Source: an optimization exercise on an open RTL-to-GDS flow (aim: small area). Production flows keep margins and buffers that such runs may drop. Only simulation tests tie the RTL to the original design; equivalence was not proved. Power and IR drop assume default switching activity.

**flow/flow/run.sh**
```bash
#!/bin/bash
# The standard layout with these changes:
#  - synthesis is the standard synthesis script, except that ABC maps the
#    logic with flow/abc_map.script (area-relaxed mapping, no gate sizing or
#    buffering; the resizer later fixes what timing and slew need) and that
#    Yosys does not pre-extract half/full adders (ADDER_MAP_FILE empty), so
#    ABC maps all combinational logic. Registers are mapped exactly as in the
#    standard synthesis (dfflibmap before ABC; ABC does not touch them);
#  - ports are buffered with the smallest buffer;
#  - CTS builds the tree from clkbuf_4 in small clusters, without dummy loads.
# Each tool's full output stays in this folder: standard.log and the ORFS logs
# under orfs/logs.
set -euo pipefail
W=$PWD
sed "s#^\([[:space:]]*\)log_cmd abc {\*}\$abc_args#\1log_cmd abc -script $W/flow/abc_map.script {*}[lrange \$abc_args 2 end]#" \
  "$FLOW_HOME/scripts/synth.tcl" > synth_core.tcl
grep -q "abc_map.script" synth_core.tcl
sed "s#\$::env(SCRIPTS_DIR)/synth.tcl#$W/synth_core.tcl#" synth_recipe.tcl > my_synth.tcl
grep -q "synth_core.tcl" my_synth.tcl
sed "s#SYNTH_SCRIPT=[^ ]*#SYNTH_SCRIPT=$W/my_synth.tcl ADDER_MAP_FILE=#" standard.sh > my_standard.sh
grep -q "my_synth.tcl" my_standard.sh
export BUFFER_PORTS_ARGS="-buffer_cell sky130_fd_sc_hd__buf_1"
export CTS_ARGS="-sink_clustering_enable -repair_clock_nets -sink_clustering_size 10 -sink_clustering_max_diameter 40 -buf_list sky130_fd_sc_hd__clkbuf_4 -dont_use_dummy_load"
bash my_standard.sh > standard.log 2>&1
```
**flow/flow/abc_map.script**
```
&get -n
&st
&dch
&nf -R 1000 -p
&st
&syn2
&if -g -K 6
&synch2
&nf -R 1000 -p
&st
&syn2
&if -g -K 6
&synch2
&nf -R 1000 -p
&st
&syn2
&if -g -K 6
&synch2
&nf -R 1000 -p
&st
&syn2
&if -g -K 6
&synch2
&nf -R 1000 -p
&st
&syn2
&if -g -K 6
&synch2
&nf -R 1000 -p
&put
topo
stime -c
```
**flow/standard.sh**
```bash
#!/bin/bash
# synth_recipe.tcl (not shown) runs the flow's synth.tcl, then flattens the netlist and writes it again
# the make line also repeats each setting of config.mk as NAME=value (left out here)
make -C /OpenROAD-flow-scripts/flow DESIGN_CONFIG=/design/flow/config.mk WORK_HOME=/design/flow/orfs CLKGATE_MAP_FILE= SYNTH_SCRIPT=/design/flow/synth_recipe.tcl "${@:-finish}"
```
**flow/config.mk**
```make
export PLATFORM = sky130hd
export DESIGN_NAME = Processor
export DESIGN_NICKNAME = Processor
export VERILOG_FILES = /design/flow/design.v
export SDC_FILE = /design/flow/constraint.sdc
export NUM_CORES = 4
export LEC_CHECK = 0
export CAP_MARGIN = 20
export CORE_MARGIN = 2
export CORE_UTILIZATION = 65
export SLEW_MARGIN = 20
```
**flow/constraint.sdc**
```tcl
create_clock -name core_clock -period 5.0 [get_ports {Clk}]
set_input_delay 1.0000 -clock core_clock [delete_from_list [all_inputs] [get_ports {Clk}]]
set_output_delay 1.0000 -clock core_clock [all_outputs]
set_load 0.01 [all_outputs]
```
**flow/design.v**
```verilog
module sync_debounce #(
	parameter int COUNTER_WIDTH = 15,
	parameter int N = 1
) (
	input  logic         Clk, 
	input  logic [N-1:0] d, 
	output logic [N-1:0] q
);
	genvar i;
	generate
	for (i = 0; i < N; i++) begin : bit_
	localparam logic [15:0] SEED = 16'h7a64;
	localparam logic [15:0] TERM = 16'ha8aa;
	localparam logic [15:0] MASK = 16'hedfa;
	localparam logic [15:0] POL  = 16'h5555;
	logic ff1, ff2;
	logic [15:0] m;         
	logic [15:0] l, l_next;
	logic stable, term;
	assign l      = m ^ POL;
	assign stable = ~(ff1 ^ ff2);
	assign l_next = stable ? {l[14:0], l[15] ^ l[6]} : SEED;
	assign term   = stable & ((l & MASK) == (TERM & MASK));
	always_ff @(posedge Clk) begin
		ff1 <= d[i];
		ff2 <= ff1;
		m   <= l_next ^ POL;
		if (term)
			q[i] <= ff2;
	end
	end
	endgenerate
endmodule
module reg_4 (
	input  logic 		  Clk, 
	input  logic 		  Sel_Load, 
	input  logic 		  Sel_Shift,
	input  logic 		  Sel_Hold,
	input  logic 		  Shift_In, 
	input  logic [7:0]    D,
	output logic [7:0] 	  Data_Out
);
	always_ff @(posedge Clk)
		Data_Out <= ({8{Sel_Load}}  & D)
		          | ({8{Sel_Shift}} & {Shift_In, Data_Out[7:1]})
		          | ({8{Sel_Hold}}  & Data_Out);
endmodule
module register_unit (
	input  logic        Clk, 
	input  logic [3:0]  Buttons,    
	input  logic        A_In,
	input  logic        B_In,
	input  logic        Ld_A,
	input  logic        Ld_B, 
	input  logic        Shift_En,
	input  logic [7:0]  D, 
	output logic [7:0]  A,
	output logic [7:0]  B
);
	logic sel_shift;
	assign sel_shift = Shift_En & ~Buttons[0];
	reg_4 reg_A (
		.Clk            (Clk), 
		.Sel_Load       (Ld_A & ~Buttons[0]),
		.Sel_Shift      (sel_shift),
		.Sel_Hold       (~Ld_A & ~Shift_En & ~Buttons[0]),
		.Shift_In       (A_In), 
		.D              (D),
		.Data_Out       (A)
	);
	reg_4 reg_B (
		.Clk            (Clk), 
		.Sel_Load       (Ld_B & ~Buttons[0]),
		.Sel_Shift      (sel_shift),
		.Sel_Hold       (~Ld_B & ~Shift_En & ~Buttons[0]),
		.Shift_In       (B_In), 
		.D              (D),
		.Data_Out       (B)
	);
endmodule
module compute (
	input  logic [2:0]  F, 
	input  logic [7:0]  A,      
	input  logic [7:0]  B,
	output logic 		F_A_B
);
	logic [3:0] tt;    
	always_comb
	begin
		case (F)
			3'b000	: tt = 4'b1000;    
			3'b001	: tt = 4'b1110;    
			3'b010	: tt = 4'b0110;    
			3'b011	: tt = 4'b1111;    
			3'b100	: tt = 4'b0111;    
			3'b101	: tt = 4'b0001;    
			3'b110	: tt = 4'b1001;    
			3'b111	: tt = 4'b0000;    
		endcase
	end
	assign F_A_B = tt[{A[0], B[0]}];
endmodule
module router (
	input  logic [1:0]  R,
	input  logic [7:0]  A,      
	input  logic [7:0]  B,
	input  logic 		F_A_B,
	output logic 		A_Out, 
	output logic 		B_Out
	);
	always_comb
	begin
		case (R)
			2'b00	: A_Out = A[0];
			2'b01	: A_Out = A[0];
			2'b10	: A_Out = F_A_B;
			2'b11	: A_Out = B[0];
		endcase
	end
	always_comb
	begin
		case (R)
			2'b00	: B_Out = B[0];
			2'b01	: B_Out = F_A_B;
			2'b10	: B_Out = B[0];
			2'b11	: B_Out = A[0];
		endcase
	end
endmodule
module control (
	input  logic       Clk, 
	input  logic [3:0] Buttons,    
	output logic Shift_En, 
	output logic Ld_A,
	output logic Ld_B
);
	logic       busy;
	logic [2:0] c;
	logic       start;
	assign start    = ~busy & c[0];
	assign Shift_En = busy;
	assign Ld_A     = start & Buttons[2];
	assign Ld_B     = start & Buttons[1];
	always_ff @(posedge Clk) begin
		if (Buttons[0]) begin
			busy <= 1'b0;
			c    <= 3'b111;
		end else if (busy) begin
			busy <= ~&c;
			c    <= c + 3'd1;
		end else begin
			busy <= start & Buttons[3];
			c    <= {3{~Buttons[3]}};
		end
	end
endmodule
module HexDriver (
    input   logic           clk,
    input   logic   [3:0]   buttons,    
    input   logic   [15:0]  in,     
    output  logic   [7:0]   hex_seg,
    output  logic   [3:0]   hex_grid
);
    localparam logic [14:0] POL = 15'h2aaa;
    logic [14:0] m;          
    logic [14:0] p;
    logic [1:0]  digit;
    logic        low_zero, wrap;
    logic [3:0]  nibble;
    logic [7:0]  hex;
    assign p        = m ^ POL;
    assign low_zero = (p[13:0] == 14'd0);
    assign wrap     = low_zero & ~p[14];
    always_ff @(posedge clk) begin
        if (buttons[0]) begin
            m     <= 15'd1 ^ POL;
            digit <= 2'd0;
        end else begin
            m     <= {p[13:0], p[14] ^ p[13] ^ low_zero} ^ POL;
            digit <= digit + {1'b0, wrap};
        end
    end
    logic [3:0]  sel;        
    assign sel    = 4'b0001 << digit;
    always_comb
        case (digit)
        2'b00: nibble = in[15:12];
        2'b01: nibble = in[11:8];
        2'b10: nibble = in[7:4];
        2'b11: nibble = in[3:0];
        endcase
    nibble_to_hex nibble_to_hex_ (
        .nibble(nibble),
        .hex(hex)
    );
    always_comb begin
        if (buttons[0]) begin
            hex_grid = '1;
            hex_seg  = '1;
        end else begin
            hex_seg  = ~hex;
            hex_grid = ~sel;
        end
    end
endmodule
module nibble_to_hex(
    input   logic   [3:0]   nibble,
    output  logic   [7:0]   hex
);
    always_comb begin
    case(nibble)
        4'b0000 : hex = 8'b00111111;  
        4'b0001 : hex = 8'b00000110;  
        4'b0010 : hex = 8'b01011011;  
        4'b0011 : hex = 8'b01001111;  
        4'b0100 : hex = 8'b01100110;  
        4'b0101 : hex = 8'b01101101;  
        4'b0110 : hex = 8'b01111101;  
        4'b0111 : hex = 8'b00000111;  
        4'b1000 : hex = 8'b01111111;  
        4'b1001 : hex = 8'b01101111;  
        4'b1010 : hex = 8'b01110111;  
        4'b1011 : hex = 8'b01111100;  
        4'b1100 : hex = 8'b00111001;  
        4'b1101 : hex = 8'b01011110;  
        4'b1110 : hex = 8'b01111001;  
        4'b1111 : hex = 8'b01110001;  
    endcase
    end
endmodule
module Processor (
	input  logic        Clk,      
	input  logic        Reset,    
	input  logic        LoadA,    
	input  logic        LoadB,    
	input  logic        Execute,  
	input  logic [7:0]  Din,       
	input  logic [2:0]  F,        
	input  logic [1:0]  R,        
	output logic [3:0]  LED,      
	output logic [7:0]  Aval,     
	output logic [7:0]  Bval,     
	output logic [7:0]  hex_seg,  
	output logic [3:0]  hex_grid  
); 
	logic [2:0] F_S;
	logic [1:0] R_S;
	logic [7:0] Din_S;
	logic       Ld_A;
	logic       Ld_B;
	logic       Shift_En;
	logic       newA;
	logic       newB;
	logic       F_A_B;
	register_unit reg_unit (
		.Clk        (Clk),
		.Buttons    (LED),
		.Ld_A       (Ld_A),
		.Ld_B       (Ld_B),
		.Shift_En   (Shift_En),
		.D          (Din_S),
		.A_In       (newA),
		.B_In       (newB),
		.A          (Aval),
		.B          (Bval) 
	);
	compute compute_unit (
		.F       (F_S),
		.A       (Aval),
		.B       (Bval),
		.F_A_B   (F_A_B) 
	);
	router router (
		.R       (R_S),
		.A       (Aval),
		.B       (Bval),
		.F_A_B   (F_A_B),
		.A_Out   (newA),
		.B_Out   (newB)
	);
	control control_unit (
		.Clk        (Clk),
		.Buttons    (LED),
		.Shift_En   (Shift_En),
		.Ld_A       (Ld_A),
		.Ld_B       (Ld_B) 
	);
	HexDriver HexA (
		.clk        (Clk),
		.buttons    (LED),
		.in         ({Bval[7:4], Bval[3:0], Aval[7:4], Aval[3:0]}),
		.hex_seg    (hex_seg),
		.hex_grid   (hex_grid)
	);
	sync_debounce #(.N(4)) button_sync (
		.Clk  (Clk),
		.d    ({Execute, LoadA, LoadB, Reset}),
		.q    (LED)
	);
	sync_debounce #(.N(8)) Din_sync (
		.Clk  (Clk), 
		.d    (Din), 
		.q    (Din_S)
	);
	sync_debounce #(.N(3)) F_sync (
		.Clk  (Clk), 
		.d    (F), 
		.q    (F_S)
	);
	sync_debounce #(.N(2)) R_sync (
		.Clk  (Clk), 
		.d    (R), 
		.q    (R_S)
	);
endmodule
```
==> results of run 1 <==
==> registers in the layout, summed over array words and instances (netlist names), 15 cells and up <==
register / count
F_sync.bit_.m: 48
HexA.m: 15
button_sync.bit_.m: 64
Din_sync.bit_.m: 128
R_sync.bit_.m: 32
==> per-stage QoR <==
| stage | instances | util [%] | worst slack [ns] | area (µm²) |
|---|---|---|---|---|
| detailed placement | 1122 | 69.42 | 1.952 | 10550 |
| global route | 1167 | 71.75 | 1.149 | 10910 |
| CTS | 1165 | 71.54 | 1.260 | 10880 |
| finish | 1167 | 71.75 | 1.300 | 10910 |
| global placement | 1122 | 69.42 | 2.054 | 10550 |
| floorplan | 887 | - | 2.187 | 10140 |
==> placed cells by master, fill, tap and decap left out, drive strengths merged, types with 4 or more instances in the layout <==
master,Yosys,routed
dfxtp,343,343
a222oi,15,15
xnor2,37,37
nand3,18,18
xor2,19,19
mux4,4,4
nand4,35,35
buf,1,49
o21ai,9,9
edfxtp,17,17
nor2b,6,6
nor4,19,19
nor2,153,153
clkinv,14,14
nand2,150,150
nand2b,11,11
clkbuf,0,43
==> kinds of logic after synthesis <==
kind of cell,count (synthesis),synth area share [%]
xor gates and xnor gates,56,4.835
muxes,6,1.085
DFF,360,72.72
buffers and inverters,15,0.5920
and+or+nand+nor,407,17.48
AOI/OAI and AO/OA,41,3.157
other,1,0.03697
adders and majority gates,1,0.09867
==> critical path: stages, from the launching register on <==
cell	delay, ns
dfxtp_1	0.55
mux4_2	0.66
nor2b_1	0.20
nand3b_1	0.11
o21ai_0	0.08
a2111o_1	0.37
buf_1	0.14
==> power by group through the flow <==
stage / logic [mW] / registers, mW / clock network, mW
after floorplan: 0.187 / 3.34 / 0
after global placement: 0.224 / 3.37 / 0
after detailed placement: 0.237 / 3.38 / 0
after CTS: 0.237 / 3.31 / 1.25
after global routing: 0.275 / 3.35 / 1.37
final: 0.233 / 3.31 / 1.21
==> cell type report <==
class	count	area, µm²	share of cell area, %
timing repair buffer	49	207.7	1.904
antenna	1	2.502	0.02294
multi-input combinational	512	2710	24.85
clock buffer	43	322.8	2.959
inverter	14	52.55	0.4818
sequential	360	7377	67.63
tap	188	235.2	2.156
==> final timing paths <==
| kind | start | to | slack (ns) | depth (start not counted) |
|---|---|---|---|---|
| hold reg to reg | Din_sync.bit_[4].m[12] | Din_sync.bit_[4].m[13] | 0.34 | 1 |
| setup reg to reg | button_sync.q[0] | reg_unit.reg_B.Data_Out[7] | 2.95 | 4 |
| hold / removal | Din_sync.bit_[4].m[12] | Din_sync.bit_[4].m[13] | 0.34 | 1 |
| setup / recovery | HexA.digit[1] | hex_seg[3] | 1.30 | 6 |
==> metal layers <==
metal | up-vias | part of all wire (%)
met5 | - | 0
met3 | 29 | 6.3
met1 | 2868 | 47
li1 | 3138 | -
met2 | 129 | 45
met4 | 0 | 1.9
==> results.tsv, run 1 <==
metric	value	unit
cell count after synthesis	887	
Ports	50	
layout cell share with drive strength beyond 1	5.010	%
Vias	6164	
WP data required	4.00	ns
clk_skew	0.06031	ns
top post-synthesis cells by count	dfxtp_1 (343), nor2_1 (153), nand2_1 (150)	
clk latency of the worst-skew pair	0.65	ns
post-CTS setup repair buffer count	0	
routing usage on met1	26.12	%
CTS sink count	360	
pin count of the biggest net entering global routing	39	
Final setup viols	0	
predominant post-synthesis flop cell	dfxtp_1	
Critical Path Sink Type	output pin	
power per standard cell area	436.2	nW/µm²
Synth top area share	67.69	%
Max FO, Critical Path	10	
initial DRC count	331	
area leader, netlist	dfxtp_1	
Post-synth EDFFs	17	
critical path class	flip-flop to output pin	
CP arrival	2.70	ns
post_cts resized	0	
DR pass1 iterations	9	
max-cap check violation count	0	
peak supply drop	0.3336	mV
HPWL Detailed	10970	µm
Post-CTS Hold Buffers	0	
final net count	998	
drt wl/cell	13.64	µm
status	timing/DRC/antenna clean	
NetSw	1.091	mW
vias in the first global route	6035	
antenna violations before repair	1	
Tcrit/Tclk final	74.00	%
max-slew violations	0	
Net Sw Frac	22.92	%
sequential area share after synthesis	72.72	%
TritonCTS clock tree	yes	
Clock Tree Buf Depth	3	
die width	128.9	µm
routing usage on met2	30.69	%
Comb pwr share	4.9	%
RSZ-0062 raised after global routing	no	
final WL	15920	µm
Least-Margin Pin Slew	0.9869	ns
Leak Pwr	4.320	nW
I/O Buffers	48	
die height	128.9	µm
setup TNS	0	ns
Clk pin slew, worst setup/hold paths	0.10	ns
Congestion Overflow GR	0	
largest cells by area after synthesis	dfxtp_1 (68%), nor2_1 (5.7%), nand2_1 (5.6%)	
area delta synth->final	7.524	%
power share of the sequential group	69.6	%
synthesis-stage register bit count	360	
worst min path class	flip-flop to flip-flop	
Synth cell types	40	
num rows	45	
startpoint types	flip-flop	
syn_nets	905	
total die area	16620	µm²
ys async rst share	0	%
H-Tree Depth	2	
Fillers	1123	
drt drc	0	
Final Power	4.758	mW
root buffer cell	clkbuf_4	
final hold viol count	0	
vias per std cell	5.282	
Clk pwr share	25.5	%
DRT antenna net count	0	
final hold slack	0.3352	ns
Synth Cell Area	10140	µm²
Internal	3.667	mW
Rel. slew slack	33.81	%
RD Place Congestion	0.8244	
Peak Freq	270.3	MHz
Synth Area per Inst	11.44	µm²
busiest grt layer	met2	
cell with the most instances after synthesis	dfxtp_1	
Total GRT Usage	19.73	%
CTS Buf Count	43	
Core Area	15200	µm²
Period minus WS final	3.700	ns
initial core utilization	66.73	%
met3 Track Usage GR	5.821	%
synth warn	10	
first-pass GRT wire length	26820	µm
==> run 2, diff against run 1 <==
--- a/flow/flow/run.sh
+++ b/flow/flow/run.sh
@@ -21,4 +21,4 @@
 grep -q "my_synth.tcl" my_standard.sh
 export BUFFER_PORTS_ARGS="-buffer_cell sky130_fd_sc_hd__buf_1"
-export CTS_ARGS="-sink_clustering_enable -repair_clock_nets -sink_clustering_size 10 -sink_clustering_max_diameter 40 -buf_list sky130_fd_sc_hd__clkbuf_4 -dont_use_dummy_load"
+export CTS_ARGS="-sink_clustering_enable -repair_clock_nets -sink_clustering_size 22 -sink_clustering_max_diameter 50 -buf_list sky130_fd_sc_hd__clkbuf_8 -dont_use_dummy_load"
 bash my_standard.sh > standard.log 2>&1
==> flow/flow/abc_map.script (replaced) <==
strash
&get -n
&st
&dch -f
&nf -R 1000 -p
&put
topo
stime -c
==> run 2 against run 1 <==
Sequential cell count is the same. Sequential power is essentially flat. Clock skew shrank 0.0057 ns. Largest cell class unchanged. Largest power group unchanged. Highest routed layer unchanged.
==> results.tsv, run 2 <==
metric	value	unit	change
status	timing/DRC/antenna clean		
WP data required	4.00	ns	about the same
synthesis-stage register bit count	360		unchanged
synth warn	10		unchanged
multi-input logic area	2619	µm²	-3.4%
Worst Hold End	Din_sync.bit_[6].m[11]		
r2r worst-path depth	4		unchanged
first-pass GRT wire length	27460	µm	+2.4%
drt wl/cell	14.04	µm	+2.9%
initial core utilization	66.52	%	-0.21 points
sequential area share after synthesis	73.22	%	+0.51 points
Peak Freq	256.5	MHz	-5.1%
Max FO, Critical Path	9		-1
Final setup viols	0		unchanged
Synth top area share	68.16	%	+0.47 points
fin util	71.39	%	-0.36 points
Clock Tree Buf Depth	3		unchanged
area leader, netlist	dfxtp_1		
Clk pin slew, worst setup/hold paths	0.12	ns	+0.02 ns
Final Power	4.755	mW	about the same
r2r endpoint	reg_unit.reg_B.Data_Out[0]		
biggest regs	Din_sync.bit_.m (128), button_sync.bit_.m (64), F_sync.bit_.m (48)		
final net count	984		-1.4%
clk_skew	0.05458	ns	-0.005727 ns
Post-synth EDFFs	17		unchanged
Core Area	15150	µm²	-0.37%
Ports	50		unchanged
die width	128.5	µm	-0.34%
Synth Cell Area	10070	µm²	-0.69%
vias in the first global route	6029		-0.099%
worst r2r src	button_sync.q[0]		
top post-synthesis cells by count	dfxtp_1 (343), nand2_1 (159), nor2_1 (151)		
Least-Margin Pin Slew	1.029	ns	+0.04254 ns
Post-CTS Hold Buffers	0		unchanged
H-Tree Depth	1		-1
setup TNS	0	ns	unchanged
initial DRC count	447		+35%
Tcrit/Tclk final	77.96	%	+4.0 points
die height	128.5	µm	-0.34%
placed instance count	1128		+0.53%
power per standard cell area	439.8	nW/µm²	+0.82%
area delta synth->final	7.328	%	
Congestion Overflow GR	0		unchanged
Fillers	1098		-2.2%
post-CTS setup repair buffer count	0		unchanged
most frequent cells in the layout	dfxtp_1 (343), nand2_1 (159), nor2_1 (151)		
cell count after synthesis	893		+0.68%
vias per std cell	5.365		+1.6%
diode count	0		-1
Largest Register	Din_sync.bit_.m		
worst min path class	flip-flop to flip-flop		
startpoint types	flip-flop		
predominant post-synthesis flop cell	dfxtp_1		
drt drc	0		unchanged
hold_sp	Din_sync.bit_[6].m[10]		
final WL	16170	µm	+1.6%
Period minus WS final	3.898	ns	+0.1981 ns
clk latency of the worst-skew pair	0.55	ns	-0.10 ns
most common cell after layout, fill and taps aside	dfxtp_1		
total die area	16510	µm²	-0.67%
Critical Path Sink Type	output pin		
layout cell share with drive strength beyond 1	2.490	%	-2.5 points
root buffer cell	clkbuf_8		
critical path class	flip-flop to output pin		
max-slew violations	0		unchanged
Rel. slew slack	30.96	%	-2.9 points
pin count of the biggest net entering global routing	23		-41%
max-cap check violation count	0		unchanged
cell with the most instances after synthesis	dfxtp_1		
syn_nets	911		+0.66%
TritonCTS clock tree	yes		
antenna violations before repair	0		-1
HPWL Detailed	11460	µm	+4.5%
CTS sink count	360		unchanged
ys async rst share	0	%	unchanged
Leak Pwr	4.276	nW	-1.0%
Largest register FFs	128		unchanged
register area	7377	µm²	unchanged
Post-Layout Cell Count	1152		-1.3%
CP arrival	2.90	ns	+0.20 ns
RSZ-0062 raised after global routing	no		
peak supply drop	0.3329	mV	-0.23%
RD Place Congestion	0.8236		about the same
final hold viol count	0		unchanged
largest cells by area after synthesis	dfxtp_1 (68%), nand2_1 (5.9%), nor2_1 (5.6%)		
DR pass1 iterations	5		-4
Synth cell types	38		-5.0%
num rows	45		unchanged
Synth Area per Inst	11.28	µm²	-1.4%
Vias	6181		+0.28%
DRT antenna net count	0		unchanged
Worst Hold Depth	1		unchanged
post_cts resized	0		unchanged
I/O Buffers	48		unchanged
CTS Buf Count	24		-44%
Total GRT Usage	20.19	%	+0.46 points
reg2reg setup slack	2.67	ns	-0.28 ns
## run 2: worst max path at each step
stage | start | to | slack (ns) | depth (start not counted)
3_3_place_gp | HexA.digit[0] | hex_seg[3] | 1.89 | 8
3_5_place_dp | HexA.digit[0] | hex_seg[0] | 1.69 | 9
5_1_grt | HexA.digit[1] | hex_seg[0] | 0.87 | 9
4_1_cts | HexA.digit[0] | hex_seg[0] | 1.13 | 9
2_1_floorplan | HexA.digit[0] | hex_seg[3] | 2.12 | 7
6_report | HexA.digit[0] | hex_seg[0] | 1.10 | 9
## run 2: power by group
| group | switching [mW] | internal [mW] |
|---|---|---|
| Clock | 0.775 | 0.433 |
| Sequential | 0.141 | 3.17 |
| Combinational | 0.137 | 0.0981 |
## run 2: final cells by class
class                   instances  area share [%]
multi-input cells             513           24.22
clock buffers                  24           3.055
inverters                      19          0.6596
repair buffers                 48           1.666
well taps                     188           2.175
flip-flops and latches        360           68.22
## run 2: metrics by stage
stage	hold slack, ns	cell area [µm²]	setup WS (ns)
after floorplan	0.3434	10070	2.117
after global placement	0.3446	10480	1.895
after detailed placement	0.3467	10480	1.693
after CTS	0.3497	10810	1.133
after global routing	0.3577	10810	0.8661
final	0.3466	10810	1.102
## run 2: logic make-up (layout without fill, tap and decap cells)
| family | count (synthesis) | after routing | synth area share (%) |
|---|---|---|---|
| AOI/OAI and AO/OA | 56 | 56 | 4.185 |
| xor gates and xnor gates | 54 | 54 | 4.695 |
| adders and majority gates | 1 | 1 | 0.09936 |
| buffers and inverters | 20 | 91 | 0.7825 |
| DFF | 360 | 360 | 73.22 |
| muxes | 1 | 1 | 0.09936 |
| other | 1 | 1 | 0.03722 |
| and+or+nand+nor | 400 | 400 | 16.88 |
## run 2: layer usage
metal | GRT usage (%) | share of wire [%] | up-vias
met5 | 0 | 0 | -
met3 | 3.950 | 4.8 | 33
met1 | 27.57 | 47 | 2886
li1 | - | - | 3111
met2 | 33.14 | 46 | 151
met4 | 6.074 | 2.4 | 0
## run 2: worst max-delay path, stage by stage (launching register included)
cell and delay [ns]:
dfxtp_1 0.45, nor2b_1 0.35, a222oi_1 0.15, mux2i_1 0.55
clkinv_1 0.16, nor2_1 0.13, o21ai_0 0.15, a21oi_1 0.16
a311o_1 0.13, buf_1 0.16
==> run 3, diff against run 2 <==
--- a/flow/flow/run.sh
+++ b/flow/flow/run.sh
@@ -21,4 +21,4 @@
 grep -q "my_synth.tcl" my_standard.sh
 export BUFFER_PORTS_ARGS="-buffer_cell sky130_fd_sc_hd__buf_1"
-export CTS_ARGS="-sink_clustering_enable -repair_clock_nets -sink_clustering_size 22 -sink_clustering_max_diameter 50 -buf_list sky130_fd_sc_hd__clkbuf_8 -dont_use_dummy_load"
+export CTS_ARGS="-sink_clustering_enable -repair_clock_nets -sink_clustering_size 13 -sink_clustering_max_diameter 35 -buf_list sky130_fd_sc_hd__clkbuf_4 -dont_use_dummy_load"
 bash my_standard.sh > standard.log 2>&1
--- a/flow/config.mk
+++ b/flow/config.mk
@@ -8,4 +8,4 @@
 export CAP_MARGIN = 20
 export CORE_MARGIN = 2
-export CORE_UTILIZATION = 65
+export CORE_UTILIZATION = 75
 export SLEW_MARGIN = 20
==> run 3 against run 2 <==
First-iteration DRC count shrank 4.7%. Via count is 3.3% higher. Routed wire length grew 5.2%. Final cell count grew 0.35%. Synthesized cell count is the same. Register-to-register slack worse by 0.05 ns. Area after synthesis stayed put. Worst hold slack hardly changed. Die area fell by 13%. Still clean.
==> results.tsv, run 3 <==
metric	value	unit	change
drt drc	0		unchanged
worst min path class	flip-flop to flip-flop		
post-synthesis mux area share	0.09935	%	unchanged
clk_skew	0.05638	ns	+0.001799 ns
largest cells by area after synthesis	dfxtp_1 (68%), nand2_1 (5.9%), nor2_1 (5.6%)		
CP arrival	2.99	ns	+0.09 ns
RSZ-0062 raised after global routing	no		
final WL	17010	µm	+5.2%
Synth Area in Compound Gates	4.185	%	unchanged
area delta synth->final	6.830	%	
sequential area share after synthesis	73.22	%	unchanged
Highest Signal Layer	met4		
worst stage delay on the critical path	0.53	ns	-0.02 ns
Comb pwr share	5.1	%	+0.2 points
NetSw	1.072	mW	+1.8%
Clk pin slew, worst setup/hold paths	0.12	ns	about the same
synth warn	10		unchanged
Post-synth EDFFs	17		unchanged
vias per std cell	5.522		+2.9%
initial DRC count	426		-4.7%
power per standard cell area	437.1	nW/µm²	-0.61%
simple-gate portion of the synthesized area	16.88	%	unchanged
clk latency of the worst-skew pair	0.65	ns	+0.10 ns
ys async rst share	0	%	unchanged
CTS sink count	360		unchanged
most common cell after layout, fill and taps aside	dfxtp_1		
layout cell share with drive strength beyond 1	3.984	%	+1.5 points
power share of the sequential group	70.5	%	+0.8 points
worst r2r src	button_sync.q[0]		
Final setup viols	0		unchanged
Period minus WS final	3.990	ns	+0.09231 ns
Synth cell types	38		unchanged
die width	119.9	µm	-6.7%
Total GRT Usage	24.63	%	+4.4 points
Synth Cell Area	10070	µm²	unchanged
antenna violations before repair	1		+1
Congestion Overflow GR	0		unchanged
most frequent cells in the layout	dfxtp_1 (343), nand2_1 (159), nor2_1 (151)		
RD Place Congestion	0.8771		+6.5%
Largest register FFs	128		unchanged
num rows	42		-6.7%
predominant post-synthesis flop cell	dfxtp_1		
biggest regs	Din_sync.bit_.m (128), button_sync.bit_.m (64), F_sync.bit_.m (48)		
final net count	999		+1.5%
Met1 Wirelength	7400	µm	-2.9%
DR pass1 iterations	6		+1
Post-Synth Adder-Cell Area	0.09935	%	unchanged
Clk pwr share	24.4	%	-1.0 points
DRT antenna net count	0		unchanged
largest family of logic cells by synthesized area	simple AND/OR/NAND/NOR gates		
DR WL met3	961	µm	+23%
Ports	50		unchanged
DP Area	10470	µm²	-0.14%
I/O Buffers	48		unchanged
vias in the first global route	6275		+4.1%
final hold viol count	0		unchanged
root buffer cell	clkbuf_4		
top post-synthesis cells by count	dfxtp_1 (343), nand2_1 (159), nor2_1 (151)		
pre-CTS setup slack	1.695	ns	+0.002100 ns
post_cts resized	0		unchanged
cell with the most instances after synthesis	dfxtp_1		
xor and xnor area share after synthesis	4.694	%	unchanged
startpoint types	flip-flop		
area leader, netlist	dfxtp_1		
cell chain of the critical path	nor2b_1 -> a222oi_1 -> mux2i_1 -> nor2_1 -> nand2_1 -> a21oi_1 -> or3_1 -> buf_1		
status	timing/DRC/antenna clean		
Critical Path Start	HexA.digit[0]		
max-cap check violation count	0		unchanged
fin util	81.60	%	+10 points
Peak Freq	250.6	MHz	-2.3%
hold_sp	button_sync.bit_[1].m[12]		
Largest Register	Din_sync.bit_.m		
drt wl/cell	14.71	µm	+4.8%
metal2 WL	8250	µm	+12%
H-Tree Depth	2		+1
pin count of the biggest net entering global routing	21		-8.7%
synthesis-stage register bit count	360		unchanged
TritonCTS clock tree	yes		
first-pass GRT wire length	28630	µm	+4.3%
peak supply drop	0.2854	mV	-14%
HPWL Detailed	12130	µm	+5.9%
Clock Tree Buf Depth	3		unchanged
initial core utilization	76.38	%	+9.9 points
Max FO, Critical Path	9		unchanged
max-slew violations	0		unchanged
critical path class	flip-flop to output pin		
Leak Pwr	4.283	nW	+0.16%
syn_nets	911		unchanged
CTS Buf Count	39		+63%
cell count after synthesis	893		unchanged
post-CTS setup repair buffer count	0		unchanged
Post-CTS Hold Buffers	0		unchanged
Tcrit/Tclk final	79.81	%	+1.8 points
die height	119.9	µm	-6.7%
Critical Path Sink Type	output pin		
Synth Area per Inst	11.28	µm²	unchanged
Synth top area share	68.16	%	unchanged
Net Sw Frac	22.80	%	+0.64 points
Least-Margin Pin Slew	1.008	ns	-0.02172 ns
total die area	14380	µm²	-13%
reg2reg setup slack	2.62	ns	-0.05 ns
Internal	3.632	mW	-1.9%
Final Power	4.704	mW	-1.1%
final worst slack	1.010	ns	-0.09231 ns
final instance area	10760	µm²	-0.46%
slowest CP cell	mux2i_1		
Rel. slew slack	32.57	%	+1.6 points
setup TNS	0	ns	unchanged
Vias	6384		+3.3%
Core Area	13190	µm²	-13%
WP data required	4.00	ns	about the same
## run 3: cell counts after synthesis
No cell type changed its count.
## run 3: logic make-up after synthesis
family,Yosys count
xor+xnor,54
other cells,1
mux,1
fa+ha+maj,1
flops,360
buf+inv,20
simple gates,400
compound gates,56
## run 3: cell type report
cell class	instances	area, µm²
clock buffer	39	292.8
tap	176	220.2
fill	818	2427
antenna	1	2.502
sequential	360	7377
timing repair buffer	48	180.2
inverter	19	71.32
multi-input combinational	513	2619
## run 3: layer usage
metal / GRT usage (%) / vias up
met3: 6.084 / 41
met5: 0 / -
met4: 8.750 / 0
li1: - / 3163
met2: 41.12 / 181
met1: 31.42 / 2999
## run 3: final timing paths
| check | to | cells past startpoint |
|---|---|---|
| worst max-delay path | hex_seg[3] | 8 |
| worst min-delay path | button_sync.bit_[1].m[13] | 1 |
| worst max register to register | reg_unit.reg_B.Data_Out[2] | 4 |
| worst min register to register | button_sync.bit_[1].m[13] | 1 |
## run 3: stage by stage
| stage | std cells | hold WS, ns |
|---|---|---|
| finish | 1156 | 0.3466 |
| global route | 1156 | 0.3620 |
| CTS | 1155 | 0.3588 |
| detailed placement | 1116 | 0.3524 |
| global placement | 1116 | 0.3455 |
| floorplan | 893 | 0.3434 |
## run 3: worst max-delay path, delay by kind of cell (launching register included)
| family | cells | cell delay [ns] |
|---|---|---|
| and+or+nand+nor | 4 | 1.01 |
| muxes | 1 | 0.53 |
| DFF | 1 | 0.45 |
| AOI/OAI and AO/OA | 2 | 0.23 |
| buffers and inverters | 1 | 0.14 |
## run 3: power by group through the flow
stage / logic, mW / registers [mW] / clock network [mW]
after CTS: 0.243 / 3.32 / 1.19
after floorplan: 0.186 / 3.34 / 0
final: 0.239 / 3.32 / 1.15
after global routing: 0.279 / 3.35 / 1.30
after global placement: 0.222 / 3.37 / 0
after detailed placement: 0.242 / 3.38 / 0
==> run 4, diff against run 3 <==
--- a/flow/flow/run.sh
+++ b/flow/flow/run.sh
@@ -21,4 +21,4 @@
 grep -q "my_synth.tcl" my_standard.sh
 export BUFFER_PORTS_ARGS="-buffer_cell sky130_fd_sc_hd__buf_1"
-export CTS_ARGS="-sink_clustering_enable -repair_clock_nets -sink_clustering_size 13 -sink_clustering_max_diameter 35 -buf_list sky130_fd_sc_hd__clkbuf_4 -dont_use_dummy_load"
+export CTS_ARGS="-sink_clustering_enable -repair_clock_nets -sink_clustering_size 12 -sink_clustering_max_diameter 45 -buf_list sky130_fd_sc_hd__clkbuf_4 -dont_use_dummy_load"
 bash my_standard.sh > standard.log 2>&1
--- a/flow/config.mk
+++ b/flow/config.mk
@@ -8,4 +8,4 @@
 export CAP_MARGIN = 20
 export CORE_MARGIN = 2
-export CORE_UTILIZATION = 75
+export CORE_UTILIZATION = 65
 export SLEW_MARGIN = 20
==> run 4 against run 3 <==
Clock skew is 0.017 ns lower. Non-clock buffer count stayed put. Critical path type unchanged. First-iteration DRC count is 5.2% higher.
==> results.tsv, run 4 <==
metric	value	unit	change
post-CTS setup repair buffer count	0		unchanged
cell count after synthesis	893		unchanged
biggest regs	Din_sync.bit_.m (128), button_sync.bit_.m (64), F_sync.bit_.m (48)		
WP data required	4.00	ns	about the same
synth warn	10		unchanged
Synth Cell Area	10070	µm²	unchanged
drt drc	0		unchanged
Leak Pwr	4.269	nW	-0.32%
final worst slack	1.029	ns	+0.01925 ns
xor and xnor area share after synthesis	4.694	%	unchanged
Synth Area in Compound Gates	4.185	%	unchanged
total die area	16510	µm²	+15%
final WL	16180	µm	-4.9%
TritonCTS clock tree	yes		
DRT antenna net count	0		unchanged
worst min path class	flip-flop to flip-flop		
Largest Register	Din_sync.bit_.m		
largest family of logic cells by synthesized area	simple AND/OR/NAND/NOR gates		
CP endpoint	hex_seg[0]		
Vias	6248		-2.1%
peak supply drop	0.3003	mV	+5.2%
HPWL Detailed	11460	µm	-5.6%
max-slew violations	0		unchanged
Post-CTS Hold Buffers	0		unchanged
root buffer cell	clkbuf_4		
synthesis-stage register bit count	360		unchanged
CTS sink count	360		unchanged
num rows	45		+7.1%
Post-synth EDFFs	17		unchanged
vias in the first global route	6119		-2.5%
routing usage on met2	33.01	%	-8.1 points
pre-CTS setup slack	1.693	ns	-0.002100 ns
final hold viol count	0		unchanged
initial DRC count	448		+5.2%
Critical Path Sink Type	output pin		
Ports	50		unchanged
drt wl/cell	13.89	µm	-5.6%
die height	128.5	µm	+7.2%
die width	128.5	µm	+7.2%
critical path class	flip-flop to output pin		
Final setup viols	0		unchanged
RD Place Congestion	0.8236		-6.1%
Clk pin slew, worst setup/hold paths	0.11	ns	about the same
Rel. slew slack	28.61	%	-4.0 points
worst stage delay on the critical path	0.55	ns	+0.02 ns
layout cell share with drive strength beyond 1	3.689	%	-0.30 points
Synth Area per Inst	11.28	µm²	unchanged
area leader, netlist	dfxtp_1		
r2r worst-path depth	4		unchanged
top post-synthesis cells by count	dfxtp_1 (343), nand2_1 (159), nor2_1 (151)		
reg2reg setup slack	2.67	ns	+0.05 ns
post_cts resized	0		unchanged
setup TNS	0	ns	unchanged
met3 Track Usage GR	4.865	%	-1.2 points
Congestion Overflow GR	0		unchanged
max-cap check violation count	0		unchanged
final net count	996		-0.30%
CTS Buf Count	36		-7.7%
Peak Freq	251.8	MHz	+0.48%
cell chain of the critical path	nor2b_1 -> a222oi_1 -> mux2i_1 -> clkinv_1 -> nor2_1 -> o21ai_0 -> a21oi_1 -> a311o_1 -> buf_1		
antenna violations before repair	1		unchanged
Clock Tree Buf Depth	3		unchanged
Synth top area share	68.16	%	unchanged
power per standard cell area	433.3	nW/µm²	-0.86%
vias per std cell	5.363		-2.9%
clk latency of the worst-skew pair	0.62	ns	-0.03 ns
area delta synth->final	6.756	%	about the same
DR pass1 iterations	6		unchanged
ys async rst share	0	%	unchanged
Least-Margin Pin Slew	1.064	ns	+0.05674 ns
most frequent cells in the layout	dfxtp_1 (343), nand2_1 (159), nor2_1 (151)		
simple-gate portion of the synthesized area	16.88	%	unchanged
CP arrival	2.97	ns	-0.02 ns
slowest CP cell	mux2i_1		
cell with the most instances after synthesis	dfxtp_1		
largest cells by area after synthesis	dfxtp_1 (68%), nand2_1 (5.9%), nor2_1 (5.6%)		
pin count of the biggest net entering global routing	21		unchanged
Post-Synth Adder-Cell Area	0.09935	%	unchanged
I/O Buffers	48		unchanged
status	timing/DRC/antenna clean		
Period minus WS final	3.971	ns	-0.01925 ns
most common cell after layout, fill and taps aside	dfxtp_1		
routing usage on met1	26.83	%	-4.6 points
worst r2r src	button_sync.q[0]		
syn_nets	911		unchanged
busiest grt layer	met2		
sequential area share after synthesis	73.22	%	unchanged
initial core utilization	66.52	%	-9.9 points
Core Area	15150	µm²	+15%
post-synthesis mux area share	0.09935	%	unchanged
Max FO, Critical Path	9		unchanged
Largest register FFs	128		unchanged
clk_skew	0.03981	ns	-0.01658 ns
Final Power	4.661	mW	-0.93%
register area	7377	µm²	unchanged
predominant post-synthesis flop cell	dfxtp_1		
multi-input logic area	2619	µm²	unchanged
r2r endpoint	reg_unit.reg_B.Data_Out[0]		
Critical Path Start	HexA.digit[1]		
Total GRT Usage	20.45	%	-4.2 points
startpoint types	flip-flop		
H-Tree Depth	2		unchanged
Tcrit/Tclk final	79.42	%	-0.38 points
first-pass GRT wire length	27430	µm	-4.2%
Fillers	1111		+36%
Synth cell types	38		unchanged
RSZ-0062 raised after global routing	no		
run 4: changes by cell type in the layout (fill, tap and decap cells not counted):
cell      before  now
clkbuf_4      39   36
run 4: power breakdown:
group          switching (mW)  internal (mW)
logic                   0.136         0.0981
clock network           0.779          0.335
registers               0.140           3.17
total                    1.06           3.61
run 4: through the flow:
| step | instances | utilization, % | instance area, µm² | hold slack [ns] |
|---|---|---|---|---|
| floorplan | 893 | - | 10070 | 0.3434 |
| global placement | 1128 | 69.21 | 10480 | 0.3446 |
| detailed placement | 1128 | 69.21 | 10480 | 0.3467 |
| CTS | 1164 | 71.00 | 10750 | 0.3174 |
| global route | 1165 | 71.01 | 10760 | 0.3438 |
| finish | 1165 | 71.01 | 10760 | 0.3329 |
run 4: routing by layer:
layer / wire length, µm / up-vias
met5: 0 / -
met4: 389 / 0
met3: 795 / 31
met2: 7411 / 125
met1: 7587 / 2942
li1: - / 3150
run 4: final cells by class:
type                       count  area share, %
timing repair buffer          48          1.675
antenna                        1        0.02327
tap                          188          2.187
clock buffer                  36          2.513
inverter                      19         0.6631
multi-input combinational    513          24.35
sequential                   360          68.59
run 4: how the worst min path moves through the flow:
stage                                      to  cells after the start  slack, ns                      start
floorplan              Din_sync.bit_[0].m[10]                      1       0.34      Din_sync.bit_[0].m[9]
global placement         F_sync.bit_[2].m[13]                      1       0.34       F_sync.bit_[2].m[12]
detailed placement       F_sync.bit_[2].m[13]                      1       0.35       F_sync.bit_[2].m[12]
CTS                 button_sync.bit_[1].m[13]                      1       0.32  button_sync.bit_[1].m[12]
global route        button_sync.bit_[1].m[13]                      1       0.34  button_sync.bit_[1].m[12]
finish              button_sync.bit_[1].m[13]                      1       0.33  button_sync.bit_[1].m[12]
run 4: logic make-up (layout without fill, tap and decap cells):
kind of cell / Yosys count / in the layout
AND/OR/NAND/NOR: 400 / 400
flip-flops: 360 / 360
XOR/XNOR: 54 / 54
other: 1 / 2
buffers and inverters: 20 / 103
adder cells (fa/ha/maj): 1 / 1
multiplexers: 1 / 1
AO/OA/AOI/OAI: 56 / 56
run 4: worst max-delay path, delay by kind of cell, from the launching register on:
| kind | cells | cell delay, ns |
|---|---|---|
| buffers and inverters | 2 | 0.32 |
| and+or+nand+nor | 2 | 0.46 |
| DFF | 1 | 0.43 |
| AOI/OAI and AO/OA | 4 | 0.61 |
| muxes | 1 | 0.55 |
==> run 5, diff against run 4 <==
--- a/flow/flow/run.sh
+++ b/flow/flow/run.sh
@@ -5,5 +5,7 @@
 #    buffering; the resizer later fixes what timing and slew need) and that
 #    Yosys does not pre-extract half/full adders (ADDER_MAP_FILE empty), so
-#    ABC maps all combinational logic. Registers are mapped exactly as in the
+#    ABC maps all combinational logic, and inserts no buffers for
+#    pass-through wires (SYNTH_INSBUF=0; the constant output is then driven
+#    by its tie cell directly). Registers are mapped exactly as in the
 #    standard synthesis (dfflibmap before ABC; ABC does not touch them);
 #  - ports are buffered with the smallest buffer;
@@ -18,5 +20,5 @@
 sed "s#\$::env(SCRIPTS_DIR)/synth.tcl#$W/synth_core.tcl#" synth_recipe.tcl > my_synth.tcl
 grep -q "synth_core.tcl" my_synth.tcl
-sed "s#SYNTH_SCRIPT=[^ ]*#SYNTH_SCRIPT=$W/my_synth.tcl ADDER_MAP_FILE=#" standard.sh > my_standard.sh
+sed "s#SYNTH_SCRIPT=[^ ]*#SYNTH_SCRIPT=$W/my_synth.tcl ADDER_MAP_FILE= SYNTH_INSBUF=0#" standard.sh > my_standard.sh
 grep -q "my_synth.tcl" my_standard.sh
 export BUFFER_PORTS_ARGS="-buffer_cell sky130_fd_sc_hd__buf_1"
==> run 5 against run 4 <==
Core utilization stayed put. Clock skew down 0.0025 ns. Clock power hardly changed. Synthesized cell count shrank 0.11%. Fmax fell by 2.6%. Area after synthesis is essentially flat. Sequential power hardly changed. First-iteration DRC count down 35%.
==> results.tsv, run 5 <==
metric	value	unit	change
first-pass GRT wire length	27830	µm	+1.5%
r2r endpoint	reg_unit.reg_B.Data_Out[0]		
biggest regs	Din_sync.bit_.m (128), button_sync.bit_.m (64), F_sync.bit_.m (48)		
Clock Tree Buf Depth	3		unchanged
predominant post-synthesis flop cell	dfxtp_1		
cell count after synthesis	892		-0.11%
Vias	6240		-0.13%
CP endpoint	hex_seg[0]		
Synth top area share	68.21	%	about the same
Fillers	1127		+1.4%
Bufs and invs on worst path	2		unchanged
area leader, netlist	dfxtp_1		
max-cap check violation count	0		unchanged
most common cell after layout, fill and taps aside	dfxtp_1		
Ports	50		unchanged
Synth cell types	37		-2.6%
Worst Hold Depth	1		unchanged
syn_nets	910		-0.11%
drt wl/cell	14.02	µm	+0.95%
HPWL Detailed	11540	µm	+0.69%
placed instance count	1128		unchanged
pin count of the biggest net entering global routing	21		unchanged
Rel. slew slack	27.76	%	-0.85 points
critical path class	flip-flop to output pin		
num rows	45		unchanged
antenna violations before repair	1		unchanged
Clk pin slew, worst setup/hold paths	0.12	ns	about the same
sequential area share after synthesis	73.28	%	about the same
power per standard cell area	433.5	nW/µm²	about the same
synthesis-stage register bit count	360		unchanged
WP data required	4.00	ns	about the same
CP arrival	3.08	ns	+0.11 ns
status	timing/DRC/antenna clean		
Synth Area per Inst	11.29	µm²	about the same
slowest CP cell	mux2i_1		
setup TNS	0	ns	unchanged
Core Area	15150	µm²	unchanged
Total GRT Usage	20.55	%	+0.094 points
DR pass1 iterations	7		+1
most frequent cells in the layout	dfxtp_1 (343), nand2_1 (159), nor2_1 (151)		
worst min path class	flip-flop to flip-flop		
post_cts resized	0		unchanged
Critical Path Start	HexA.digit[0]		
synth warn	10		unchanged
Post-CTS Hold Buffers	0		unchanged
clk_skew	0.03730	ns	-0.002506 ns
die height	128.5	µm	about the same
vias in the first global route	6171		+0.85%
clk latency of the worst-skew pair	0.62	ns	about the same
Leak Pwr	4.269	nW	unchanged
Final Power	4.663	mW	about the same
final net count	996		unchanged
CP Depth	9		unchanged
metal2 WL	7509	µm	+1.3%
Post-synth EDFFs	17		unchanged
Least-Margin Pin Slew	1.077	ns	+0.01267 ns
r2r worst-path depth	4		unchanged
Period minus WS final	4.076	ns	+0.1045 ns
final WL	16340	µm	+0.95%
DRT antenna net count	0		unchanged
largest cells by area after synthesis	dfxtp_1 (68%), nand2_1 (5.9%), nor2_1 (5.6%)		
Met1 Wirelength	7746	µm	+2.1%
Largest register FFs	128		unchanged
peak supply drop	0.2453	mV	-18%
startpoint types	flip-flop		
Post-Layout Cell Count	1165		unchanged
root buffer cell	clkbuf_4		
Tcrit/Tclk final	81.51	%	+2.1 points
reg2reg setup slack	2.62	ns	-0.05 ns
Congestion Overflow GR	0		unchanged
Final setup viols	0		unchanged
Largest Register	Din_sync.bit_.m		
ys async rst share	0	%	unchanged
Synth Cell Area	10070	µm²	about the same
Max FO, Critical Path	9		unchanged
cell chain of the critical path	nor2b_1 -> a222oi_1 -> mux2i_1 -> clkinv_1 -> nor2_1 -> o21ai_0 -> a21oi_1 -> a311o_1 -> buf_1		
initial core utilization	66.47	%	about the same
post-CTS setup repair buffer count	0		unchanged
layout cell share with drive strength beyond 1	3.689	%	unchanged
final hold viol count	0		unchanged
Peak Freq	245.4	MHz	-2.6%
RD Place Congestion	0.8303		+0.81%
TritonCTS clock tree	yes		
cell with the most instances after synthesis	dfxtp_1		
worst r2r src	button_sync.q[0]		
H-Tree Depth	2		unchanged
drt drc	0		unchanged
top post-synthesis cells by count	dfxtp_1 (343), nand2_1 (159), nor2_1 (151)		
CTS sink count	360		unchanged
vias per std cell	5.356		-0.13%
Worst path top cell family by delay	compound AO/OA/AOI/OAI gates		
Highest Signal Layer	met4		
initial DRC count	292		-35%
I/O Buffers	48		unchanged
RSZ-0062 raised after global routing	no		
die width	128.5	µm	about the same
total die area	16500	µm²	about the same
DR WL met3	776	µm	-2.4%
Critical Path Sink Type	output pin		
CTS Buf Count	36		unchanged
area delta synth->final	6.836	%	about the same
max-slew violations	0		unchanged
worst stage delay on the critical path	0.54	ns	about the same
[run 5: cell types whose count changed after synthesis]
cell / before / now
buf_4: 1 / 0
[run 5: cell families (layout without fill, tap and decap cells)]
kind of cell    after synthesis  after routing  share of synthesized area [%]
buf+inv                      19            103                         0.7084
simple gates                400            400                          16.89
flops                       360            360                          73.28
other cells                   1              2                        0.03725
mux                           1              1                        0.09943
compound gates               56             56                          4.188
fa+ha+maj                     1              1                        0.09943
xor+xnor                     54             54                          4.698
[run 5: layout make-up]
| cell class | instances | area [µm²] | area share (%) |
|---|---|---|---|
| clock buffer | 36 | 270.3 | 2.513 |
| antenna | 1 | 2.502 | 0.02327 |
| multi-input combinational | 513 | 2619 | 24.35 |
| tap | 188 | 235.2 | 2.187 |
| sequential | 360 | 7377 | 68.59 |
| timing repair buffer | 48 | 180.2 | 1.675 |
| inverter | 19 | 71.32 | 0.6631 |
[run 5: per-stage QoR]
stage	area [µm²]	util (%)	setup slack, ns	hold WS (ns)
2_1_floorplan	10070	-	2.117	0.3434
3_3_place_gp	10480	69.21	1.896	0.3454
3_5_place_dp	10480	69.21	1.630	0.3467
4_1_cts	10750	71.00	0.9526	0.3660
5_1_grt	10760	71.01	0.5873	0.3690
6_report	10760	71.01	0.9244	0.3664
[run 5: metal layers]
metal	global-route usage, %	vias to the layer above
li1	-	3147
met1	27.61	2935
met2	33.98	129
met3	3.909	29
met4	6.723	0
met5	0	-
[run 5: worst min path at each step]
stage / start / to / slack (ns)
after floorplan: Din_sync.bit_[0].m[9] / Din_sync.bit_[0].m[10] / 0.34
after global placement: Din_sync.bit_[1].m[9] / Din_sync.bit_[1].m[10] / 0.35
after detailed placement: Din_sync.bit_[3].m[12] / Din_sync.bit_[3].m[13] / 0.35
after CTS: Din_sync.bit_[0].m[12] / Din_sync.bit_[0].m[13] / 0.37
after global routing: Din_sync.bit_[0].m[12] / Din_sync.bit_[0].m[13] / 0.37
final: Din_sync.bit_[0].m[12] / Din_sync.bit_[0].m[13] / 0.37
[run 5: power breakdown]
part           switching, mW  internal, mW
logic                  0.137        0.0981
registers              0.138          3.17
clock network          0.782         0.336
==> run 6, diff against run 5 <==
--- a/flow/flow/run.sh
+++ b/flow/flow/run.sh
@@ -23,4 +23,4 @@
 grep -q "my_synth.tcl" my_standard.sh
 export BUFFER_PORTS_ARGS="-buffer_cell sky130_fd_sc_hd__buf_1"
-export CTS_ARGS="-sink_clustering_enable -repair_clock_nets -sink_clustering_size 12 -sink_clustering_max_diameter 45 -buf_list sky130_fd_sc_hd__clkbuf_4 -dont_use_dummy_load"
+export CTS_ARGS="-sink_clustering_enable -repair_clock_nets -sink_clustering_size 12 -sink_clustering_max_diameter 45 -buf_list sky130_fd_sc_hd__clkbuf_4 -dont_use_dummy_load -sink_clustering_levels 0"
 bash my_standard.sh > standard.log 2>&1
==> run 6 against run 5 <==
Still clean. Sequential share of layout area is the same. Final area did not move. Via count stayed put. Count of clock-buffer cells in the layout unchanged. Critical endpoint unchanged.
==> results.tsv, run 6 <==
metric	value	unit	change
xor and xnor area share after synthesis	4.698	%	unchanged
clk_skew	0.03730	ns	unchanged
first-pass GRT wire length	27830	µm	unchanged
Congestion Overflow GR	0		unchanged
largest family of logic cells by synthesized area	simple AND/OR/NAND/NOR gates		
Least-Margin Pin Slew	1.077	ns	unchanged
Synth Area per Inst	11.29	µm²	unchanged
Clk pin slew, worst setup/hold paths	0.12	ns	about the same
DRT antenna net count	0		unchanged
worst min path class	flip-flop to flip-flop		
startpoint types	flip-flop		
Rel. slew slack	27.76	%	unchanged
setup TNS	0	ns	unchanged
RSZ-0062 raised after global routing	no		
status	timing/DRC/antenna clean		
die width	128.5	µm	unchanged
Largest register FFs	128		unchanged
Worst path top cell family by delay	compound AO/OA/AOI/OAI gates		
power per standard cell area	433.5	nW/µm²	unchanged
Period minus WS final	4.076	ns	unchanged
total die area	16500	µm²	unchanged
Tcrit/Tclk final	81.51	%	unchanged
syn_nets	910		unchanged
RD Place Congestion	0.8303		unchanged
vias in the first global route	6171		unchanged
CP arrival	3.08	ns	about the same
Post-synth EDFFs	17		unchanged
Bufs and invs on worst path	2		unchanged
pin count of the biggest net entering global routing	21		unchanged
multi-input logic area	2619	µm²	unchanged
largest cells by area after synthesis	dfxtp_1 (68%), nand2_1 (5.9%), nor2_1 (5.6%)		
final net count	996		unchanged
most frequent cells in the layout	dfxtp_1 (343), nand2_1 (159), nor2_1 (151)		
post-synthesis mux area share	0.09943	%	unchanged
die height	128.5	µm	unchanged
Synth Cell Area	10070	µm²	unchanged
biggest regs	Din_sync.bit_.m (128), button_sync.bit_.m (64), F_sync.bit_.m (48)		
Peak Freq	245.4	MHz	unchanged
HPWL Detailed	11540	µm	unchanged
post-CTS setup repair buffer count	0		unchanged
critical path class	flip-flop to output pin		
Post-CTS Hold Buffers	0		unchanged
Synth cell types	37		unchanged
cell with the most instances after synthesis	dfxtp_1		
cell count after synthesis	892		unchanged
sequential area share after synthesis	73.28	%	unchanged
WP data required	4.00	ns	about the same
synthesis-stage register bit count	360		unchanged
max-cap check violation count	0		unchanged
synth warn	10		unchanged
CTS Buf Count	36		unchanged
cell chain of the critical path	nor2b_1 -> a222oi_1 -> mux2i_1 -> clkinv_1 -> nor2_1 -> o21ai_0 -> a21oi_1 -> a311o_1 -> buf_1		
area delta synth->final	6.836	%	unchanged
initial DRC count	292		unchanged
Vias	6240		unchanged
ys async rst share	0	%	unchanged
drt wl/cell	14.02	µm	unchanged
max-slew violations	0		unchanged
drt drc	0		unchanged
Critical Path Sink Type	output pin		
antenna violations before repair	1		unchanged
Max FO, Critical Path	9		unchanged
clk latency of the worst-skew pair	0.62	ns	about the same
final WL	16340	µm	unchanged
final hold viol count	0		unchanged
layout cell share with drive strength beyond 1	3.689	%	unchanged
root buffer cell	clkbuf_4		
vias per std cell	5.356		unchanged
Fillers	1127		unchanged
DR pass1 iterations	7		unchanged
initial core utilization	66.47	%	unchanged
most common cell after layout, fill and taps aside	dfxtp_1		
worst stage delay on the critical path	0.54	ns	about the same
final hold slack	0.3664	ns	unchanged
num rows	45		unchanged
Clock Tree Buf Depth	3		unchanged
top post-synthesis cells by count	dfxtp_1 (343), nand2_1 (159), nor2_1 (151)		
post_cts resized	0		unchanged
Post-Synth Adder-Cell Area	0.09943	%	unchanged
H-Tree Depth	2		unchanged
TritonCTS clock tree	yes		
Synth top area share	68.21	%	unchanged
CTS sink count	360		unchanged
Final setup viols	0		unchanged
I/O Buffers	48		unchanged
predominant post-synthesis flop cell	dfxtp_1		
peak supply drop	0.2453	mV	unchanged
Synth Area in Compound Gates	4.188	%	unchanged
Leak Pwr	4.269	nW	unchanged
Ports	50		unchanged
Total GRT Usage	20.55	%	unchanged
Core Area	15150	µm²	unchanged
register area	7377	µm²	unchanged
area leader, netlist	dfxtp_1		
simple-gate portion of the synthesized area	16.89	%	unchanged
Largest Register	Din_sync.bit_.m		
slowest CP cell	mux2i_1		
run 6: cell counts after synthesis:
No cell type changed its count.
run 6: final timing paths:
check | slack, ns | to | depth (start not counted) | from
worst min register to register | 0.37 | Din_sync.bit_[0].m[13] | 1 | Din_sync.bit_[0].m[12]
worst max register to register | 2.62 | reg_unit.reg_B.Data_Out[0] | 4 | button_sync.q[0]
worst min-delay path | 0.37 | Din_sync.bit_[0].m[13] | 1 | Din_sync.bit_[0].m[12]
worst max-delay path | 0.92 | hex_seg[0] | 9 | HexA.digit[0]
run 6: cell type report:
| cell class | count | share of cell area (%) |
|---|---|---|
| inverters | 19 | 0.6631 |
| clock buffers | 36 | 2.513 |
| multi-input cells | 513 | 24.35 |
| flip-flops and latches | 360 | 68.59 |
| repair buffers | 48 | 1.675 |
| well taps | 188 | 2.187 |
| diodes | 1 | 0.02327 |
run 6: report_power, final:
group	internal, mW	switching (mW)	total [mW]	leakage [nW]
clock network	0.336	0.782	1.12	0.166
registers	3.17	0.138	3.31	3.01
logic	0.0981	0.137	0.235	1.09
run 6: logic make-up (layout without fill, tap and decap cells):
family                   count (synthesis)  in the layout
adder cells (fa/ha/maj)                  1              1
multiplexers                             1              1
AO/OA/AOI/OAI                           56             56
flip-flops                             360            360
buffers and inverters                   19            103
other                                    1              2
AND/OR/NAND/NOR                        400            400
XOR/XNOR                                54             54
run 6: per-layer routing:
metal	vias up	GRT usage, %	share of wire (%)
met5	-	0	0
met4	0	6.723	1.9
met3	29	3.909	4.7
met2	129	33.98	46
met1	2935	27.61	47
li1	3147	-	-
run 6: worst reg2reg max path, stage by stage, from the launching register on:
cell      delay, ns
edfxtp_1       0.78
clkinv_1       0.60
and3_1         0.43
a222oi_1       0.33
clkinv_1       0.10
run 6: per-stage QoR:
step	power [mW]	setup slack [ns]	util [%]	area, µm²	cells
global route	4.890	0.5873	71.01	10760	1165
floorplan	3.522	2.117	-	10070	892
CTS	4.716	0.9526	71.00	10750	1164
finish	4.663	0.9244	71.01	10760	1165
global placement	3.592	1.896	69.21	10480	1128
detailed placement	3.614	1.630	69.21	10480	1128
==> run 7, diff against run 6 <==
--- a/flow/flow/run.sh
+++ b/flow/flow/run.sh
@@ -23,4 +23,4 @@
 grep -q "my_synth.tcl" my_standard.sh
 export BUFFER_PORTS_ARGS="-buffer_cell sky130_fd_sc_hd__buf_1"
-export CTS_ARGS="-sink_clustering_enable -repair_clock_nets -sink_clustering_size 12 -sink_clustering_max_diameter 45 -buf_list sky130_fd_sc_hd__clkbuf_4 -dont_use_dummy_load -sink_clustering_levels 0"
+export CTS_ARGS="-sink_clustering_enable -repair_clock_nets -sink_clustering_size 12 -sink_clustering_max_diameter 70 -buf_list sky130_fd_sc_hd__clkbuf_4 -dont_use_dummy_load"
 bash my_standard.sh > standard.log 2>&1
==> run 7 against run 6 <==
Count of clock-buffer cells in the layout fell by 1. Highest routed layer unchanged. Sequential share of layout area barely moved. Still clean on timing, DRC and antenna. Core utilization barely moved. Routed wire length rose by 0.72%.
==> results.tsv, run 7 <==
metric	value	unit	change
drt wl/cell	14.14	µm	+0.80%
layout cell share with drive strength beyond 1	3.590	%	-0.099 points
CTS Buf Count	35		-2.8%
total die area	16500	µm²	unchanged
die width	128.5	µm	unchanged
critical path class	flip-flop to output pin		
H-Tree Depth	2		unchanged
status	timing/DRC/antenna clean		
syn_nets	910		unchanged
post_cts resized	0		unchanged
Largest register FFs	128		unchanged
vias per std cell	5.357		about the same
Synth Cell Area	10070	µm²	unchanged
HPWL Detailed	11540	µm	unchanged
Largest Register	Din_sync.bit_.m		
root buffer cell	clkbuf_4		
initial core utilization	66.47	%	unchanged
predominant post-synthesis flop cell	dfxtp_1		
pin count of the biggest net entering global routing	21		unchanged
num rows	45		unchanged
RD Place Congestion	0.8303		unchanged
area leader, netlist	dfxtp_1		
slowest CP cell	mux2i_1		
Total GRT Usage	20.65	%	+0.10 points
RSZ-0062 raised after global routing	no		
synthesis-stage register bit count	360		unchanged
final worst slack	0.9152	ns	-0.009249 ns
Synth Area per Inst	11.29	µm²	unchanged
register area	7377	µm²	unchanged
top post-synthesis cells by count	dfxtp_1 (343), nand2_1 (159), nor2_1 (151)		
I/O Buffers	48		unchanged
Least-Margin Pin Slew	1.108	ns	+0.03107 ns
Ports	50		unchanged
most frequent cells in the layout	dfxtp_1 (343), nand2_1 (159), nor2_1 (151)		
Period minus WS final	4.085	ns	+0.009249 ns
multi-input logic area	2619	µm²	unchanged
antenna violations before repair	1		unchanged
power share of the sequential group	71.1	%	about the same
Final setup viols	0		unchanged
Worst path top cell family by delay	compound AO/OA/AOI/OAI gates		
Fillers	1119		-0.71%
Post-synth EDFFs	17		unchanged
power per standard cell area	433.5	nW/µm²	about the same
drt drc	0		unchanged
DRT antenna net count	0		unchanged
vias in the first global route	6187		+0.26%
WP data required	4.00	ns	about the same
Clk pin slew, worst setup/hold paths	0.12	ns	about the same
Vias	6236		-0.064%
Comb pwr share	5.1	%	about the same
final instance area	10750	µm²	about the same
Tcrit/Tclk final	81.70	%	+0.18 points
most common cell after layout, fill and taps aside	dfxtp_1		
DP Area	10480	µm²	unchanged
Net Sw Frac	22.81	%	+0.13 points
clk_skew	0.01978	ns	-0.01752 ns
max-cap check violation count	0		unchanged
setup TNS	0	ns	unchanged
Peak Freq	244.8	MHz	-0.23%
Clk pwr share	23.9	%	about the same
final net count	995		-0.10%
final WL	16450	µm	+0.72%
TritonCTS clock tree	yes		
post-CTS setup repair buffer count	0		unchanged
Rel. slew slack	25.68	%	-2.1 points
cell count after synthesis	892		unchanged
Core Area	15150	µm²	unchanged
sequential area share after synthesis	73.28	%	unchanged
worst stage delay on the critical path	0.54	ns	about the same
cell chain of the critical path	nor2b_1 -> a222oi_1 -> mux2i_1 -> clkinv_1 -> nor2_1 -> o21ai_0 -> a21oi_1 -> a311o_1 -> buf_1		
Leak Pwr	4.264	nW	-0.11%
area delta synth->final	6.761	%	about the same
die height	128.5	µm	unchanged
CTS sink count	360		unchanged
cell with the most instances after synthesis	dfxtp_1		
Bufs and invs on worst path	2		unchanged
NetSw	1.063	mW	+0.48%
Clock Tree Buf Depth	3		unchanged
Post-CTS Hold Buffers	0		unchanged
largest cells by area after synthesis	dfxtp_1 (68%), nand2_1 (5.9%), nor2_1 (5.6%)		
Max FO, Critical Path	9		unchanged
final hold slack	0.3624	ns	-0.004063 ns
Congestion Overflow GR	0		unchanged
ys async rst share	0	%	unchanged
final hold viol count	0		unchanged
synth warn	10		unchanged
Synth cell types	37		unchanged
first-pass GRT wire length	27960	µm	+0.45%
initial DRC count	326		+12%
Synth top area share	68.21	%	unchanged
worst min path class	flip-flop to flip-flop		
clk latency of the worst-skew pair	0.61	ns	about the same
DR pass1 iterations	8		+1
Internal	3.597	mW	-0.25%
biggest regs	Din_sync.bit_.m (128), button_sync.bit_.m (64), F_sync.bit_.m (48)		
pre-CTS setup slack	1.630	ns	unchanged
max-slew violations	0		unchanged
Critical Path Sink Type	output pin		
peak supply drop	0.3085	mV	+26%
CP arrival	3.08	ns	about the same
startpoint types	flip-flop		
==> run 7: cell types whose count changed in the layout (fill, tap and decap cells not counted), sizes merged <==
cell | previous run | this run
clkbuf | 36 | 35
==> run 7: cells by family (layout without fill, tap and decap cells) <==
logic type               count (synthesis)  in the layout  share of synthesized area [%]
AO/OA/AOI/OAI                           56             56                          4.188
XOR/XNOR                                54             54                          4.698
AND/OR/NAND/NOR                        400            400                          16.89
other                                    1              2                        0.03725
multiplexers                             1              1                        0.09943
buffers and inverters                   19            102                         0.7084
adder cells (fa/ha/maj)                  1              1                        0.09943
flip-flops                             360            360                          73.28
==> run 7: power by group through the flow <==
stage	Combinational [mW]	Sequential [mW]	Clock (mW)
2_1_floorplan	0.185	3.34	0
3_3_place_gp	0.225	3.37	0
3_5_place_dp	0.240	3.37	0
4_1_cts	0.240	3.31	1.16
5_1_grt	0.276	3.34	1.27
6_report	0.236	3.31	1.11
==> run 7: cell type report <==
| type | instances | share of cell area (%) |
|---|---|---|
| Sequential cell | 360 | 68.64 |
| Multi-Input combinational cell | 513 | 24.37 |
| Antenna cell | 1 | 0.02328 |
| Timing Repair Buffer | 48 | 1.676 |
| Clock buffer | 35 | 2.445 |
| Tap cell | 188 | 2.189 |
| Inverter | 19 | 0.6636 |
==> run 7: stage by stage <==
step           utilization (%)  power, mW  cells
2_1_floorplan                -      3.522    892
3_3_place_gp             69.21      3.592   1128
3_5_place_dp             69.21      3.614   1128
4_1_cts                  70.95      4.713   1163
5_1_grt                  70.96      4.886   1164
6_report                 70.96      4.659   1164
==> run 7: worst paths after layout <==
kind,slack (ns),depth (start not counted),to,from
worst max-delay path,0.92,9,hex_seg[0],HexA.digit[0]
worst min-delay path,0.36,1,Din_sync.bit_[0].m[13],Din_sync.bit_[0].m[12]
worst max register to register,2.65,4,reg_unit.reg_B.Data_Out[4],button_sync.q[0]
worst min register to register,0.36,1,Din_sync.bit_[0].m[13],Din_sync.bit_[0].m[12]
==> run 7: metal layers <==
layer	vias up	routed length, µm	GRT usage (%)
li1	3140	-	-
met1	2930	7758	27.68
met2	139	7613	34.14
met3	27	822	4.241
met4	0	260	6.464
met5	-	0	0

-- separate check: timing with driven ports --
In the flow no input, the clock included, has a driving cell. The finished layouts below were timed again as built, in two steps.
Step 1, drivers: a clkbuf_16 drives Clk and a buf_2 each remaining input, both assumed.
Step 2 also shifts input and output timing later by t, the mid clock arrival at the registers, as if the neighbouring blocks saw the same clock.
Three values: ideal ports, drivers, drivers and shift; two values: the first two.
run	shift t [ns]	setup WS [ns]	hold slack, ns	worst slew at a driven data input, ns	pins driven straight from the clock port
run 1	0.651	1.300 / 1.261 / 1.913	0.335 / 0.335 / 0.335	0.04	1
run 2	0.562	1.102 / 1.066 / 1.628	0.347 / 0.347 / 0.347	0.03	1
run 3	0.658	1.010 / 0.972 / 1.630	0.347 / 0.347 / 0.347	0.05	1
run 4	0.638	1.029 / 0.993 / 1.631	0.333 / 0.333 / 0.333	0.03	1
run 5	0.633	0.924 / 0.888 / 1.521	0.366 / 0.366 / 0.366	0.03	1
run 6	0.633	0.924 / 0.888 / 1.521	0.366 / 0.366 / 0.366	0.03	1
run 7	0.639	0.915 / 0.881 / 1.520	0.362 / 0.362 / 0.362	0.03	1
After both steps every run listed still meets setup and hold.
